Context: an optimization exercise on an open-source flow, tuned for small area. The choices shown serve that exercise and are no tape-out recipe. Only simulation tests tie the RTL to the original design; equivalence was not proved. Power figures rest on the tool's default switching activity, not on a simulated workload.

--- config.mk ---
export PLATFORM = sky130hd
export DESIGN_NAME = main
export DESIGN_NICKNAME = main
export VERILOG_FILES = /design/flow/design.v
export SDC_FILE = /design/flow/constraint.sdc
export NUM_CORES = 4
export LEC_CHECK = 0
export ABC_AREA = 1
export CAP_MARGIN = 20
export CORE_MARGIN = 2
export CORE_UTILIZATION = 40
export PLACE_DENSITY = 0.6
export SLEW_MARGIN = 20
--- constraint.sdc ---
create_clock -name core_clock -period 20.0 [get_ports {clk}]
set_input_delay 4.0000 -clock core_clock [delete_from_list [all_inputs] [get_ports {clk}]]
set_output_delay 4.0000 -clock core_clock [all_outputs]
set_load 0.01 [all_outputs]
--- design.v ---
`timescale 1ns / 1ps
`default_nettype none
module counterModN #(
    parameter X = 5,   
    parameter N = 20   
) (
    input wire clk,       
    input wire ce,        
    input wire en,        
    input wire reset,     
    output reg [X-1:0] count  
);
    always @(posedge clk) begin
        if (reset) begin
            count <= 0;
        end else if (ce && en) begin
            if (count == N - 1) begin
                count <= 0;
            end else begin
                count <= count + 1;
            end
        end
    end
endmodule
`timescale 1ns / 1ps
`default_nettype none
module clockDivider #(
    parameter N = 500_000   
)(
    input wire clk,        
    input wire en,         
    input wire rst,        
    output reg clk_out,    
    output wire tick       
);
    wire [31:0] count;     
    counterModN #(.X(32), .N(N)) counterMod (
        .clk(clk),
        .ce(1'b1),
        .reset(rst),
        .en(en),
        .count(count)
    );
    assign tick = (count == N - 1) && !clk_out;
    always @(posedge clk) begin
        if (rst) begin
            clk_out <= 1'b0;
        end else if (count == N - 1) begin
            clk_out <= ~clk_out;
        end
    end
endmodule
`timescale 1ns / 1ps
`default_nettype none
module debouncer(
    input wire clk,        
    input wire ce,         
    input wire rst,        
    input wire in,         
    output wire out         
);
    reg q1, q2, q3;
    always @(posedge clk) begin
        if (rst) begin
            q1 <= 1'b0;
            q2 <= 1'b0;
            q3 <= 1'b0;
        end else if (ce) begin
            q1 <= in;
            q2 <= q1;
            q3 <= q2;
        end 
    end
    assign out = (rst == 1'b1) ? 1'b0 : (q1 & q2 & q3);
endmodule
`timescale 1ns / 1ps
`default_nettype none
module synchronizer(
    input wire clk,       
    input wire ce,        
    input wire rst,       
    input wire in,        
    output wire out       
);
    reg q1, q2;
    always @(posedge clk) begin
        if (rst) begin
            q1 <= 1'b0;
            q2 <= 1'b0;
        end else if (ce) begin
            q1 <= in;
            q2 <= q1;
        end
    end
    assign out = (rst) ? 1'b0 : q2;
endmodule
`timescale 1ns / 1ps
`default_nettype none
module shift_left_register(
    input wire        clk,     
    input wire        ce,      
    input wire        rst,     
    input wire        load,    
    input wire        en,      
    input wire [7:0]  Num,     
    output reg [15:0] Out      
);
    integer i;
    always @(posedge clk) begin
        if (rst) begin
            Out <= 16'b0;
        end else if (ce) begin
            if (load) begin
                Out <= {8'b0, Num};
            end else if (en) begin
                for (i = 15; i > 0; i = i - 1) begin
                    Out[i] <= Out[i - 1];
                end
                Out[0] <= 1'b0;
            end
        end
    end
endmodule
`timescale 1ns / 1ps
`default_nettype none
module shift_right_register(
    input wire clk,          
    input wire ce,           
    input wire rst,          
    input wire load,         
    input wire en,           
    input wire [7:0] Num,    
    output reg [7:0] Out     
);
    integer i;
    always @(posedge clk) begin
        if (rst) begin
            Out <= 8'b0;
        end else if (ce) begin
            if (load) begin
                Out <= Num;   
            end else if (en) begin
                for (i = 7; i > 0; i = i - 1) begin
                    Out[i - 1] <= Out[i];
                end
                Out[7] <= 1'b0;   
            end
        end
    end
endmodule
`timescale 1ns / 1ps
`default_nettype none
module CU(
    input wire b0,        
    input wire z,         
    input wire load,      
    output wire Psel,     
    output wire EP,       
    output wire EA,       
    output wire EB,       
    output wire LA,       
    output wire LB,       
    output wire RstP      
);
    assign Psel = b0;
    assign EP = (b0 & ~load);
    assign EA = (~z | load);
    assign EB = (~z | load);
    assign LA = load;
    assign LB = load;
    assign RstP = load;
endmodule
`timescale 1ns / 1ps
`default_nettype none
module BCD #(
    parameter W = 18   
)(
    input wire [W-1:0] bin,            
    output reg [W+(W-4)/3:0] bcd       
);
    integer i, j;
    always @(bin) begin
        for (i = 0; i <= W + (W-4)/3; i = i + 1) begin
            bcd[i] = 1'b0;
        end
        bcd[W-1:0] = bin;
        for (i = 0; i <= W - 4; i = i + 1) begin
            for (j = 0; j <= i / 3; j = j + 1) begin
                if (bcd[W - i + 4*j -: 4] > 4) begin                   
                    bcd[W - i + 4*j -: 4] = bcd[W - i + 4*j -: 4] + 4'd3;
                end
            end
        end
    end
endmodule
`timescale 1ns / 1ps
`default_nettype none
module seven_seg_decoder(
    input wire en,           
    input wire [3:0] num,    
    output reg [6:0] seg     
);
    always @ (num or en) begin
        if (en) begin
            case(num)
                4'd0: seg = 7'b1000000;   
                4'd1: seg = 7'b1111001;   
                4'd2: seg = 7'b0100100;   
                4'd3: seg = 7'b0110000;   
                4'd4: seg = 7'b0011001;   
                4'd5: seg = 7'b0010010;   
                4'd6: seg = 7'b0000010;   
                4'd7: seg = 7'b1111000;   
                4'd8: seg = 7'b0000000;   
                4'd9: seg = 7'b0010000;   
                default: seg = 7'b1111111;  
            endcase
        end else begin
            seg = 7'b1111111;   
        end
    end
endmodule
`timescale 1ns / 1ps
`default_nettype none
module seven_segment_scroller #(
    parameter DIV = 250000            
)(
    input wire clk,                   
    input wire reset,                 
    input wire button_left,           
    input wire button_right,          
    input wire [19:0] product,        
    input wire sign,                  
    output reg [6:0] seg,             
    output reg [3:0] an               
);
    wire slow_tick;                            
    wire slow_level;
    wire [1:0] switch_position;                
    wire debounced_button_left, debounced_button_right;
    wire final_button_left, final_button_right;
    wire [6:0] segment_internal[4:0];          
    reg [2:0] digit_selection;        
    clockDivider #(DIV) clk_divider (
        .clk(clk),
        .en(1'b1),
        .rst(reset),
        .clk_out(slow_level),
        .tick(slow_tick)
    );
    counterModN #(.X(2), .N(4)) position_counter (
        .clk(clk),
        .ce(slow_tick),
        .reset(reset),
        .en(1'b1),
        .count(switch_position)
    );
    debouncer btn_debouncer_left (
        .clk(clk),
        .ce(slow_tick),
        .rst(reset),
        .in(button_left),
        .out(debounced_button_left)
    );
    synchronizer btn_synchronizer_left (
        .clk(clk),
        .ce(slow_tick),
        .rst(reset),
        .in(debounced_button_left),
        .out(final_button_left)
    );
    debouncer btn_debouncer_right (
        .clk(clk),
        .ce(slow_tick),
        .rst(reset),
        .in(button_right),
        .out(debounced_button_right)
    );
    synchronizer btn_synchronizer_right (
        .clk(clk),
        .ce(slow_tick),
        .rst(reset),
        .in(debounced_button_right),
        .out(final_button_right)
    );
    reg button_right_old, button_left_old;
    reg button_right_raise, button_left_raise;  
    always @(posedge clk) begin
        if (reset) begin
            digit_selection <= 3'b000;
            button_right_old <= 0;
            button_left_old <= 0;
            button_right_raise <= 0;
            button_left_raise <= 0;
        end else if (slow_tick) begin
            button_right_raise <= (button_right_old != final_button_right && final_button_right == 1'b1);
            button_left_raise <= (button_left_old != final_button_left && final_button_left == 1'b1);
            button_right_old <= final_button_right;
            button_left_old <= final_button_left;
            if (button_right_raise) begin
                if (digit_selection > 0) begin
                    digit_selection <= digit_selection - 1;
                end
                button_right_raise <= 0;
            end
            if (button_left_raise) begin
                if (digit_selection < 2) begin
                    digit_selection <= digit_selection + 1;
                end
                button_left_raise <= 0;
            end
        end
    end
    seven_seg_decoder decoder_digit_0 (.en(1'b1), .num(product[3:0]), .seg(segment_internal[0]));
    seven_seg_decoder decoder_digit_1 (.en(1'b1), .num(product[7:4]), .seg(segment_internal[1]));
    seven_seg_decoder decoder_digit_2 (.en(1'b1), .num(product[11:8]), .seg(segment_internal[2]));
    seven_seg_decoder decoder_digit_3 (.en(1'b1), .num(product[15:12]), .seg(segment_internal[3]));
    seven_seg_decoder decoder_digit_4 (.en(1'b1), .num(product[19:16]), .seg(segment_internal[4]));
    always @(*) begin
        case (switch_position)
            2'b00: begin
                an = 4'b1110;
                seg = segment_internal[digit_selection];
            end
            2'b01: begin
                an = 4'b1101;
                seg = segment_internal[digit_selection + 1];
            end
            2'b10: begin
                an = 4'b1011;
                seg = segment_internal[digit_selection + 2];
            end
            2'b11: begin
                an = 4'b0111;
                if (sign == 1)
                    seg = 7'b0111111; 
                else
                    seg = 7'b1111111;
            end
            default: begin
                an = 4'b1111;
                seg = 7'b0000000;
            end
        endcase
    end
endmodule
`timescale 1ns / 1ps
`default_nettype none
module main #(
    parameter MAIN_DIV = 8,      
    parameter SCAN_DIV = 4       
)(
    input wire clk,
    input wire rst,    
    input wire btnC,   
    input wire btnL,   
    input wire btnR,   
    input wire [7:0] num1,   
    input wire [7:0] num2,   
    output wire [6:0] seg,            
    output wire [3:0] an,              
    output wire multiplicationFinished    
);
    wire dividedClock;   
    wire dividedTick;    
    clockDivider #(MAIN_DIV) clockDiv(
        .clk(clk),
        .rst(rst),
        .en(1'b1),
        .clk_out(dividedClock),
        .tick(dividedTick)
    );
    wire [7:0] num1Complement, num2Complement;
    wire [7:0] multiplier, multiplicand;
    wire [7:0] multiplicandShifted;
    wire [15:0] multiplierShifted;
    reg  [15:0] productReg;
    reg signReg;
    wire tempSign;
    wire [19:0] bcdOutput;
    wire [15:0] tempOutput;
    assign num1Complement = ~num1 + 1'b1;
    assign num2Complement = ~num2 + 1'b1;
    assign multiplier = (num1[7] == 1) ? num1Complement : num1;
    assign multiplicand = (num2[7] == 1) ? num2Complement : num2;
    wire enableDebounce, enableSync;
    debouncer debounceInst(
        .clk(clk),
        .ce(dividedTick),
        .rst(rst),
        .in(btnC),
        .out(enableDebounce)
    );
    synchronizer syncInst(
        .clk(clk),
        .ce(dividedTick),
        .rst(rst),
        .in(enableDebounce),
        .out(enableSync)
    );
    wire Psel, EP, EA, EB, LA, LB, RstP;
    shift_right_register shiftRightReg(
        .clk(clk),
        .ce(dividedTick),
        .rst(rst),
        .load(LB),
        .en(EB),
        .Num(multiplicand),
        .Out(multiplicandShifted)
    );
    shift_left_register shiftLeftReg(
        .clk(clk),
        .ce(dividedTick),
        .rst(rst),
        .load(LA),
        .en(EA),
        .Num(multiplier),
        .Out(multiplierShifted)
    );
    CU controlUnit(
        .b0(multiplicandShifted[0]),
        .z(multiplicationFinished),  
        .load(enableSync),
        .Psel(Psel),
        .EP(EP),
        .EA(EA),
        .EB(EB),
        .LA(LA),
        .LB(LB),
        .RstP(RstP)
    );
    assign multiplicationFinished = ~(multiplicandShifted[0] | multiplicandShifted[1] | multiplicandShifted[2] | multiplicandShifted[3] | multiplicandShifted[4] | multiplicandShifted[5] | multiplicandShifted[6] | multiplicandShifted[7]);
    always @(posedge clk) begin
        if (rst) begin
            productReg <= 16'b0;
            signReg <= 1'b0;
        end else if (!dividedTick) begin
            productReg <= productReg;
        end else if (RstP == 1) begin
            productReg <= 16'b0;
            signReg <= (num1[7] ^ num2[7]) && num1 != 0 && num2 != 0;
        end else if (EP == 1) begin
            productReg <= (Psel == 1) ? productReg + multiplierShifted : productReg;
        end else begin
            productReg <= productReg;
        end
    end
    assign tempOutput = productReg;
    assign tempSign = signReg;
    BCD #(16) bcdConverter(
        .bin(tempOutput),
        .bcd(bcdOutput)
    );
    seven_segment_scroller #(SCAN_DIV) sevenSegScroller(
        .clk(clk),
        .reset(rst | RstP),
        .button_left(btnL),
        .button_right(btnR),
        .product(bcdOutput),
        .sign(tempSign),
        .seg(seg),
        .an(an)
    );
endmodule
--- run.sh ---
#!/bin/bash
# synth_recipe.tcl (not shown) runs the flow's synth.tcl, then flattens the netlist and writes it again
# the make line also repeats each setting of config.mk as NAME=value (left out here)
make -C /OpenROAD-flow-scripts/flow DESIGN_CONFIG=/design/flow/config.mk WORK_HOME=/design/flow/orfs CLKGATE_MAP_FILE= SYNTH_SCRIPT=/design/flow/synth_recipe.tcl finish
==> flow_summary.ini, run 1 <==
[synthesis]
synth_cell_types = 54
synthCells = 2103
avgSynthCellArea_um2 = 6.02
synth.yosys.seq_area_share_pct = 20.7
synth-seq-cells = 131
synth.area.top_cells = dfxtp_1, nand2_1, ha_1, nand3_1, inv_1
synth_area_um2 = 12700
syn_nets = 2223
synth_area_leader_cell = dfxtp_1
synth_top_area_share_pct = 20.7
yosys_warnings = 14

[global_routing]
grt_use_total_pct = 18.4
grt_first_pass_wirelength_mm = 52.2
grt_overflow = 0
grt_pass1_vias = 11814
antenna_found_initial = 0
grt_max_degree = 30

[route]
detail_route.wl_per_cell_um = 11.8
met1_length_mm = 14.7
dr.max_layer_used = met4
dr.pass1.iters = 5
antenna_left = 0
wl_met3_mm = 1.29
wl_met2_mm = 13.4
drtIter0Drc = 693
routed-via-count = 12808
via_per_inst = 5.03
drc = 0
wl_mm = 29.9

[pwr]
p_leak_uw = 0.00731
worst_ir_drop_vdd_mv = 0.0788
power_density_nw_per_um2 = 46.0
finalPower_uw = 645

[final_layout]
layout_commonest_cell = nand2_1
area.growth.synth_to_final_pct = 10.9
final_cell_mix = nand2_1, inv_1, nand3_1
drive_gt1_share_pct = 9.60
insertedDiodeCount = 0
finalNonFillerCells = 2547
utilization_pct = 44.7
finalNetCount = 2252

[critical_path]
endpoint_kind = output pin
startpoint_type = register
cpMostUsedCell = nand2_1
path_class = register to output pin
cp.required_ps = 16000
slowest_stage = clkdlybuf4s50_1
path_max_fanout = 6
worst_ep_arrival_time_ps = 9670
slowest_delay_ps = 480

[clock_network]
cts_buffers = 17
worstSkewPairLatency_ps = 420
htreeDepth = 4
clock_path_buffers = 2
hold_buffers = 0
path_clk_slew_ps = 50
post_cts_buffers = 0
cts.sinks = 131
cts_tree = built
clock-root-buffer = clkbuf_16
cts_resized = 0

[sta]
min_period_over_period_pct = 68.3
hold_ws_ps = 448
relSlewSlack_pct = 29.7
max_clock_freq_ghz = 0.0732
slew_violations = 0
worstMarginPinSlew_ps = 1050
timing.final.hold_violations = 0
min_period_ps = 13670
skew_ps = 8.91
tns_ps = 0
rsz0062_at_grt = false
setup_violations = 0

[place]
hpwlAfterDp_mm = 23.7
portBuffers = 32
dp.cells = 2515
globalplace.congestion = 0.904

[die]
die_y_um = 182
die_area_um2 = 33100
core_um2 = 31400
io_pins = 33
die_w_um = 182
row_count = 65
start_util_pct = 40.3

[hold_path]
min_path_type = register to register

[run_status]
status = no timing/DRC/antenna violations

[flow_run]
cap_violations = 0
[cells in the mapped netlist, drive strengths merged]
library cell / count
nand2: 657
inv: 342
nand3: 266
nor2: 186
dfxtp: 131
o21ai: 100
ha: 98
a21oi: 67
nand4: 40
nor3: 37
nor4: 23
clkbuf: 22
xor2: 18
nand3b: 14
a211oi: 12
xnor2: 10
clkinv: 9
o32ai: 9
or2: 9
o211ai: 8
nor3b: 6
buf: 5
a21o: 4
o21a: 4
a22oi: 3
and2: 3
o211a: 3
o21bai: 3
o22ai: 3
a2bb2oi: 2
a31oi: 2
o31ai: 2
a311oi: 1
a32oi: 1
fa: 1
o221ai: 1
o311ai: 1
[final timing paths]
| check | startpoint | endpoint | slack, ps | cells after the start |
|---|---|---|---|---|
| setup / recovery | productReg[14]$_SDFFE_PP0P_ | seg[0] | 6330 | 70 |
| hold reg to reg | sevenSegScroller.clk_divider.counterMod.count[0]$_SDFF_PP0_ | sevenSegScroller.clk_divider.counterMod.count[0]$_SDFF_PP0_ | 450 | 1 |
| setup reg to reg | sevenSegScroller.clk_divider.counterMod.count[0]$_SDFF_PP0_ | sevenSegScroller.clk_divider.counterMod.count[30]$_SDFF_PP0_ | 15880 | 21 |
| hold / removal | sevenSegScroller.clk_divider.counterMod.count[0]$_SDFF_PP0_ | sevenSegScroller.clk_divider.counterMod.count[0]$_SDFF_PP0_ | 450 | 1 |
[cell families (layout without fill, tap and decap cells)]
family / Yosys count / in the layout / synth area share [%]
AND/OR/NAND/NOR: 1241 / 1241 / 45.1
AO/OA/AOI/OAI: 226 / 226 / 10.9
buffers and inverters: 378 / 420 / 11.3
flip-flops: 131 / 131 / 20.7
XOR/XNOR: 28 / 28 / 2.11
adder cells (fa/ha/maj): 99 / 99 / 9.84
[layer usage]
metal / vias to the layer above / global-route usage (%)
li1: 6834 / -
met1: 5725 / 24.0
met2: 211 / 31.7
met3: 38 / 2.73
met4: 0 / 4.87
met5: - / 0
[stage by stage]
step | setup slack [ps] | area, um2
floorplan | 8370 | 12700
global placement | 7150 | 13400
detailed placement | 6810 | 13400
CTS | 6360 | 14000
global route | 5130 | 14000
finish | 6330 | 14000
[registers in the layout, indices dropped and copies added (netlist names), 2 cells and up]
name	flops
clockDiv.counterMod.count	32
productReg	16
sevenSegScroller.clk_divider.counterMod.count	32
sevenSegScroller.digit_selection	3
sevenSegScroller.position_counter.count	2
shiftLeftReg.Out	16
shiftRightReg.Out	8
[power breakdown]
part / internal [uW] / leakage, uW / switching, uW
sequential: 264 / 0.00106 / 2.15
clock: 215 / 0.000301 / 118
combinational: 17.7 / 0.00595 / 28.8
[layout make-up]
type	instances	area, um2
flip-flops and latches	131	2620
fillers	3325	17300
clock buffers	19	453
multi-input cells	1594	8610
well taps	402	503
repair buffers	37	358
clock inverters	13	183
inverters	351	1320
[worst max-delay path, delay by kind of cell, from the launching register on]
family / cells / cell delay, ps
buffers and inverters: 13 / 1480
DFF: 1 / 360
AOI/OAI and AO/OA: 4 / 1060
adders and majority gates: 9 / 1890
and+or+nand+nor: 44 / 4450
==> inputs of run 2 (changes only) <==
--- a/design.v
+++ b/design.v
@@ -357,108 +357,224 @@
     input wire btnR,   
     input wire [7:0] num1,   
     input wire [7:0] num2,   
-    output wire [6:0] seg,            
-    output wire [3:0] an,              
+    output reg [6:0] seg,            
+    output reg [3:0] an,              
     output wire multiplicationFinished    
 );
-    wire dividedClock;   
-    wire dividedTick;    
-    clockDivider #(MAIN_DIV) clockDiv(
-        .clk(clk),
-        .rst(rst),
-        .en(1'b1),
-        .clk_out(dividedClock),
-        .tick(dividedTick)
-    );
-    wire [7:0] num1Complement, num2Complement;
-    wire [7:0] multiplier, multiplicand;
-    wire [7:0] multiplicandShifted;
-    wire [15:0] multiplierShifted;
-    reg  [15:0] productReg;
-    reg signReg;
-    wire tempSign;
-    wire [19:0] bcdOutput;
-    wire [15:0] tempOutput;
-    assign num1Complement = ~num1 + 1'b1;
-    assign num2Complement = ~num2 + 1'b1;
-    assign multiplier = (num1[7] == 1) ? num1Complement : num1;
-    assign multiplicand = (num2[7] == 1) ? num2Complement : num2;
-    wire enableDebounce, enableSync;
-    debouncer debounceInst(
-        .clk(clk),
-        .ce(dividedTick),
-        .rst(rst),
-        .in(btnC),
-        .out(enableDebounce)
-    );
-    synchronizer syncInst(
-        .clk(clk),
-        .ce(dividedTick),
-        .rst(rst),
-        .in(enableDebounce),
-        .out(enableSync)
-    );
-    wire Psel, EP, EA, EB, LA, LB, RstP;
-    shift_right_register shiftRightReg(
-        .clk(clk),
-        .ce(dividedTick),
-        .rst(rst),
-        .load(LB),
-        .en(EB),
-        .Num(multiplicand),
-        .Out(multiplicandShifted)
-    );
-    shift_left_register shiftLeftReg(
-        .clk(clk),
-        .ce(dividedTick),
-        .rst(rst),
-        .load(LA),
-        .en(EA),
-        .Num(multiplier),
-        .Out(multiplierShifted)
-    );
-    CU controlUnit(
-        .b0(multiplicandShifted[0]),
-        .z(multiplicationFinished),  
-        .load(enableSync),
-        .Psel(Psel),
-        .EP(EP),
-        .EA(EA),
-        .EB(EB),
-        .LA(LA),
-        .LB(LB),
-        .RstP(RstP)
-    );
-    assign multiplicationFinished = ~(multiplicandShifted[0] | multiplicandShifted[1] | multiplicandShifted[2] | multiplicandShifted[3] | multiplicandShifted[4] | multiplicandShifted[5] | multiplicandShifted[6] | multiplicandShifted[7]);
+    function [3:0] inc4(input [3:0] q);
+        inc4 = {q[3] ^ (q[2] & q[1] & q[0]), q[2] ^ (q[1] & q[0]), q[1] ^ q[0], ~q[0]};
+    endfunction
+    function [4:0] inc5(input [4:0] q);
+        inc5 = {q[4] ^ (q[3] & q[2] & q[1] & q[0]), inc4(q[3:0])};
+    endfunction
+    function [1:0] sat3(input [1:0] q);
+        sat3 = {q[1] | q[0], q[1] | ~q[0]};
+    endfunction
+    reg [3:0] mdiv;
+    wire mtick = &mdiv;
+    always @(posedge clk) begin
+        if (rst) mdiv <= 4'd8;
+        else     mdiv <= inc4(mdiv);
+    end
+    reg [1:0] crun;
+    reg cs1, cs2;
+    wire load = cs2;
+    always @(posedge clk) begin
+        if (rst) begin
+            crun <= 2'd0;
+            cs1 <= 1'b0;
+            cs2 <= 1'b0;
+        end else if (mtick) begin
+            crun <= btnC ? sat3(crun) : 2'd0;
+            cs1 <= (crun == 2'd3);
+            cs2 <= cs1;
+        end
+    end
+    function [7:0] absval(input [7:0] x);
+        integer k;
+        reg seen;
+        begin
+            seen = 1'b0;
+            for (k = 0; k < 8; k = k + 1) begin
+                absval[k] = x[k] ^ (x[7] & seen);
+                seen = seen | x[k];
+            end
+        end
+    endfunction
+    wire [7:0] mag1 = absval(num1);
+    wire [7:0] mag2 = absval(num2);
+    function [3:0] add3(input [3:0] d);
+        case (d)
+            4'd5: add3 = 4'd8;
+            4'd6: add3 = 4'd9;
+            4'd7: add3 = 4'd10;
+            4'd8: add3 = 4'd11;
+            4'd9: add3 = 4'd12;
+            default: add3 = d;
+        endcase
+    endfunction
+    reg [8:0] mag1_bcd;
+    reg [11:0] dd;
+    integer i;
+    always @(*) begin
+        dd = 12'd0;
+        for (i = 7; i >= 0; i = i - 1) begin
+            dd[3:0] = add3(dd[3:0]);
+            dd[7:4] = add3(dd[7:4]);
+            dd = {dd[10:0], mag1[i]};
+        end
+        mag1_bcd = dd[8:0];
+    end
+    reg [7:0] mcand;         
+    reg [16:0] mplier;       
+    reg [16:0] prod;         
+    reg sign;
+    assign multiplicationFinished = (mcand == 8'd0);
+    function ge5(input [3:0] d);
+        ge5 = d[3] | (d[2] & (d[1] | d[0]));
+    endfunction
+    function [3:0] dbl_digit(input [3:0] d, input cin);
+        dbl_digit = {(d[2] & ~d[1] & ~d[0]) | (d[3] & d[0]),
+                     (d[1] & (~d[2] | d[0])) | (d[3] & ~d[0]),
+                     (~d[3] & ~d[2] & d[0]) | (d[2] & d[1] & ~d[0]) | (d[3] & ~d[0]),
+                     cin};
+    endfunction
+    wire [16:0] mplier_dbl;
+    assign mplier_dbl[3:0]   = dbl_digit(mplier[3:0], 1'b0);
+    assign mplier_dbl[7:4]   = dbl_digit(mplier[7:4], ge5(mplier[3:0]));
+    assign mplier_dbl[11:8]  = dbl_digit(mplier[11:8], ge5(mplier[7:4]));
+    assign mplier_dbl[15:12] = dbl_digit(mplier[15:12], ge5(mplier[11:8]));
+    assign mplier_dbl[16]    = ge5(mplier[15:12]);
+    function [4:0] add_digit(input [3:0] a, input [3:0] b, input cin);
+        reg [4:0] s;
+        reg c, k;
+        integer n;
+        begin
+            c = cin;
+            for (n = 0; n < 4; n = n + 1) begin
+                s[n] = a[n] ^ b[n] ^ c;
+                c = (a[n] & b[n]) | (c & (a[n] ^ b[n]));
+            end
+            s[4] = c;
+            k = s[4] | (s[3] & (s[2] | s[1]));
+            add_digit = {k, s[3] ^ (k & (s[2] | s[1])), s[2] ^ (k & ~s[1]), s[1] ^ k, s[0]};
+        end
+    endfunction
+    wire add_en = mtick & ~load & mcand[0];
+    wire [16:0] addend = mplier & {17{add_en}};
+    wire [4:0] s0 = add_digit(prod[3:0],   addend[3:0],   1'b0);
+    wire [4:0] s1 = add_digit(prod[7:4],   addend[7:4],   s0[4]);
+    wire [4:0] s2 = add_digit(prod[11:8],  addend[11:8],  s1[4]);
+    wire [4:0] s3 = add_digit(prod[15:12], addend[15:12], s2[4]);
+    wire [16:0] sum = {prod[16] ^ addend[16] ^ s3[4], s3[3:0], s2[3:0], s1[3:0], s0[3:0]};
     always @(posedge clk) begin
         if (rst) begin
-            productReg <= 16'b0;
-            signReg <= 1'b0;
-        end else if (!dividedTick) begin
-            productReg <= productReg;
-        end else if (RstP == 1) begin
-            productReg <= 16'b0;
-            signReg <= (num1[7] ^ num2[7]) && num1 != 0 && num2 != 0;
-        end else if (EP == 1) begin
-            productReg <= (Psel == 1) ? productReg + multiplierShifted : productReg;
+            mcand <= 8'd0;
+            sign <= 1'b0;
+        end else if (mtick) begin
+            if (load) begin
+                mcand <= mag2;
+                sign <= (num1[7] ^ num2[7]) && num1 != 8'd0 && num2 != 8'd0;
+            end else begin
+                mcand <= {1'b0, mcand[7:1]};
+            end
+        end
+    end
+    always @(posedge clk) begin
+        if (rst || (mtick && load)) prod <= 17'd0;
+        else                        prod <= sum;
+    end
+    always @(posedge clk) begin
+        if (mtick) begin
+            if (load) mplier <= {8'd0, mag1_bcd};
+            else      mplier <= mplier_dbl;
+        end
+    end
+    wire dreset = rst | load;
+    reg [1:0] pos;
+    wire stick = (mdiv[2:0] == 3'd3);
+    always @(posedge clk) begin
+        if (dreset)     pos <= 2'd0;
+        else if (stick) pos <= {pos[1] ^ pos[0], ~pos[0]};
+    end
+    reg [1:0] lrun, rrun;
+    reg [2:0] lpend, rpend;
+    wire lraise = (lpend == 3'd1);
+    wire rraise = (rpend == 3'd1);
+    reg [1:0] wsel;
+    function [2:0] dec3(input [2:0] q);
+        case (q)
+            3'd4: dec3 = 3'd3;
+            3'd3: dec3 = 3'd2;
+            3'd2: dec3 = 3'd1;
+            default: dec3 = 3'd0;
+        endcase
+    endfunction
+    always @(posedge clk) begin
+        if (dreset) begin
+            lrun <= 2'd0;
+            rrun <= 2'd0;
+            lpend <= 3'd0;
+            rpend <= 3'd0;
+            wsel <= 2'd0;
+        end else if (stick) begin
+            lrun <= btnL ? sat3(lrun) : 2'd0;
+            rrun <= btnR ? sat3(rrun) : 2'd0;
+            lpend <= (btnL && lrun == 2'd2) ? 3'd4 : dec3(lpend);
+            rpend <= (btnR && rrun == 2'd2) ? 3'd4 : dec3(rpend);
+            if (lraise && wsel != 2'd2)
+                wsel <= {wsel[0], ~wsel[0]};
+            else if (rraise && wsel != 2'd0)
+                wsel <= {1'b0, wsel[1]};
+        end
+    end
+    reg [2:0] idx;
+    always @(*) begin
+        case ({wsel, pos})
+            4'b0000: idx = 3'd0;
+            4'b0001: idx = 3'd1;
+            4'b0010: idx = 3'd2;
+            4'b0100: idx = 3'd1;
+            4'b0101: idx = 3'd2;
+            4'b0110: idx = 3'd3;
+            4'b1000: idx = 3'd2;
+            4'b1001: idx = 3'd3;
+            4'b1010: idx = 3'd4;
+            default: idx = 3'd0;
+        endcase
+    end
+    reg [3:0] digit;
+    always @(*) begin
+        case (idx)
+            3'd0: digit = prod[3:0];
+            3'd1: digit = prod[7:4];
+            3'd2: digit = prod[11:8];
+            3'd3: digit = prod[15:12];
+            default: digit = {3'd0, prod[16]};
+        endcase
+    end
+    always @(*) begin
+        case (pos)
+            2'd0: an = 4'b1110;
+            2'd1: an = 4'b1101;
+            2'd2: an = 4'b1011;
+            default: an = 4'b0111;
+        endcase
+        if (pos == 2'd3) begin
+            seg = sign ? 7'b0111111 : 7'b1111111;
         end else begin
-            productReg <= productReg;
+            case (digit)
+                4'd0: seg = 7'b1000000;
+                4'd1: seg = 7'b1111001;
+                4'd2: seg = 7'b0100100;
+                4'd3: seg = 7'b0110000;
+                4'd4: seg = 7'b0011001;
+                4'd5: seg = 7'b0010010;
+                4'd6: seg = 7'b0000010;
+                4'd7: seg = 7'b1111000;
+                4'd8: seg = 7'b0000000;
+                default: seg = 7'b0010000;
+            endcase
         end
     end
-    assign tempOutput = productReg;
-    assign tempSign = signReg;
-    BCD #(16) bcdConverter(
-        .bin(tempOutput),
-        .bcd(bcdOutput)
-    );
-    seven_segment_scroller #(SCAN_DIV) sevenSegScroller(
-        .clk(clk),
-        .reset(rst | RstP),
-        .button_left(btnL),
-        .button_right(btnR),
-        .product(bcdOutput),
-        .sign(tempSign),
-        .seg(seg),
-        .an(an)
-    );
 endmodule
==> run 2 against run 1 <==
Against the previous run:
- still clean
- sequential power is 48% lower
- final cell count shrank 70%
- utilization up 1.9 points
- first-iteration DRC count down 80%
- via count decreased by 71%
- non-clock buffer count down 5
- area after synthesis is 65% lower
- largest power group is now sequential cells
- highest routed layer unchanged
==> flow_summary.ini, run 2 <==
[run_status]
status = no timing/DRC/antenna violations

[final_layout]
regMostFlops = prod
insertedDiodeCount = 0
utilization_pct = 46.6
finalNonFillerCells = 769
drive_gt1_share_pct = 8.74
reg_top3 = prod (17), mplier (15), mcand (8)
layout_commonest_cell = nand2_1
largest_reg_flops = 17
finalNetCount = 678
final_cell_mix = nand2_1, inv_1, nor2_1
area.growth.synth_to_final_pct = 14.6

[pwr]
pwr-share-seq_pct = 46.7
swShare_pct = 28.1
power.internal_uw = 211
power_density_nw_per_um2 = 58.2
clockPowerShare_pct = 38.9
p_leak_uw = 0.00223
p_sw_uw = 82.4
worst_ir_drop_vdd_mv = 0.0267
combinationalPowerShare_pct = 14.3

[place]
dp.cells = 753
hpwlAfterDp_mm = 7.05
globalplace.congestion = 0.805
portBuffers = 32

[die]
row_count = 38
core_um2 = 10800
start_util_pct = 40.7
die_w_um = 109
die_area_um2 = 11800
io_pins = 33
die_y_um = 109

[route]
wl_mm = 8.93
dr.pass1.iters = 4
drc = 0
drtIter0Drc = 137
antenna_left = 0
detail_route.wl_per_cell_um = 11.6
routed-via-count = 3761
via_per_inst = 4.89

[clock_network]
cts_resized = 0
clock_path_buffers = 2
hold_buffers = 0
cts_buffers = 9
worstSkewPairLatency_ps = 360
cts.sinks = 65
post_cts_buffers = 0
cts_tree = built
path_clk_slew_ps = 80
clock-root-buffer = clkbuf_8
htreeDepth = 3

[hold_path]
hp-start = mdiv[0]$_SDFF_PP0_
holdPathEnd = mdiv[0]$_SDFF_PP0_
min_path_type = register to register
worstHoldPathCells = 1

[sta]
setup_violations = 0
min_period_ps = 9990
slew_violations = 0
max_clock_freq_ghz = 0.100
tns_ps = 0
worstMarginPinSlew_ps = 677
relSlewSlack_pct = 54.7
min_period_over_period_pct = 50.0
rsz0062_at_grt = false
skew_ps = 18.7
timing.final.hold_violations = 0

[synthesis]
avgSynthCellArea_um2 = 7.42
synthArstFlopShare_pct = 0
synth_top_area_share_pct = 21.9
synthFlopType = dfxtp_1
synth.yosys.seq_area_share_pct = 33.5
yosysMostFrequentCell = nand2_1
synth_edf_count = 17
yosys-top-cells-count = nand2_1, inv_1, nor2_1
syn_nets = 646
synth_area_leader_cell = dfxtp_1
synth.area.top_cells = dfxtp_1, edfxtp_1, nand2_1, inv_1, fa_1
synth-seq-cells = 65
synthCells = 592
synth_area_um2 = 4390
yosys_warnings = 1
synth_cell_types = 43

[critical_path]
cp.required_ps = 20220
reg2reg_depth = 44
worst_ep_arrival_time_ps = 10210
path_max_fanout = 20
reg2reg_slack_ps = 10010
slowest_stage = nor2_1
path_class = register to register
r2r-start = mdiv[0]$_SDFF_PP0_
reg2reg_to = prod[14]$_SDFF_PP0_
startpoint_type = register
endpoint_kind = register
cpMostUsedCell = fa_1
slowest_delay_ps = 590

[global_routing]
grt_overflow = 0
grt_pass1_vias = 3671
grt_max_degree = 21
grt_first_pass_wirelength_mm = 15.8
antenna_found_initial = 0
grt_use_total_pct = 16.7

[flow_run]
cap_violations = 0
-- run 2: how the worst max path moves through the flow --
stage	startpoint	end	slack (ps)	cells after the start
after floorplan	mdiv[0]$_SDFF_PP0_	prod[14]$_SDFF_PP0_	11240	45
after global placement	mdiv[0]$_SDFF_PP0_	prod[14]$_SDFF_PP0_	10340	44
after detailed placement	mdiv[0]$_SDFF_PP0_	prod[14]$_SDFF_PP0_	9960	44
after CTS	mdiv[0]$_SDFF_PP0_	prod[14]$_SDFF_PP0_	9960	44
after global routing	mdiv[0]$_SDFF_PP0_	prod[14]$_SDFF_PP0_	9110	44
final	mdiv[0]$_SDFF_PP0_	prod[14]$_SDFF_PP0_	10010	44
-- run 2: cell type report --
cell class	instances	area (um2)
fill	1064	5760
timing repair buffer	32	320
clock inverter	7	76.3
clock buffer	9	124
inverter	101	379
multi-input combinational	415	2490
tap	140	175
sequential	65	1470
-- run 2: critical path, delay by kind of cell (launching register included) --
family	cells	cell delay (ps)
xor+xnor	1	130
buf+inv	12	890
fa+ha+maj	18	5650
simple gates	13	2840
flops	1	360
-- run 2: kinds of logic after synthesis --
family,count (synthesis),synth area share [%]
AND/OR/NAND/NOR,259,27.4
buffers and inverters,112,9.86
AO/OA/AOI/OAI,109,14.3
flip-flops,65,33.5
adder cells (fa/ha/maj),33,12.0
XOR/XNOR,14,2.96
-- run 2: through the flow --
step / hold slack, ps / worst slack, ps / total power [uW] / area (um2)
detailed placement: 441 / 9960 / 182 / 4830
finish: 453 / 10010 / 293 / 5030
global placement: 430 / 10340 / 181 / 4830
global route: 485 / 9110 / 308 / 5030
floorplan: 418 / 11240 / 171 / 4390
CTS: 460 / 9960 / 296 / 5030
-- run 2: power by group through the flow --
stage / clock [uW] / combinational, uW / sequential, uW
floorplan: 0 / 31.0 / 140
global placement: 0 / 41.3 / 140
detailed placement: 0 / 42.3 / 140
CTS: 117 / 42.4 / 137
global route: 123 / 47.8 / 137
finish: 114 / 42.0 / 137
-- run 2: metal layers --
layer / track usage, % / part of all wire, %
met3: 2.39 / 2.4
met2: 30.0 / 49
met5: 0 / 0
met1: 20.0 / 48
met4: 6.78 / 1.2

-- what the ideal ports hide --
In the flow no input, the clock included, has a driving cell. The finished layouts below were timed again as built, in two steps.
Step 1: set_driving_cell puts a clkbuf_16 on clk and a buf_2 on each other input, an assumption about the parent block.
Step 2 times the ports against the registers' clock, not the clock port: input delays grow and output delays shrink by t, the midpoint of the rising clock arrivals with the driver on.
Slacks: ideal / step 1 / step 2; pairs: ideal / step 1.
| run | t, ns | setup slack, ns | latest minus earliest clock arrival (ns) | slew at the worst register clock pin (ns) |
|---|---|---|---|---|
| run 1 | 0.464 | 6.332 / 6.287 / 6.750 | 0.010 / 0.011 | 0.06 / 0.06 |
| run 2 | 0.378 | 10.009 / 10.009 / 10.009 | 0.019 / 0.019 | 0.09 / 0.09 |
After both steps setup and hold are still met in every run listed.
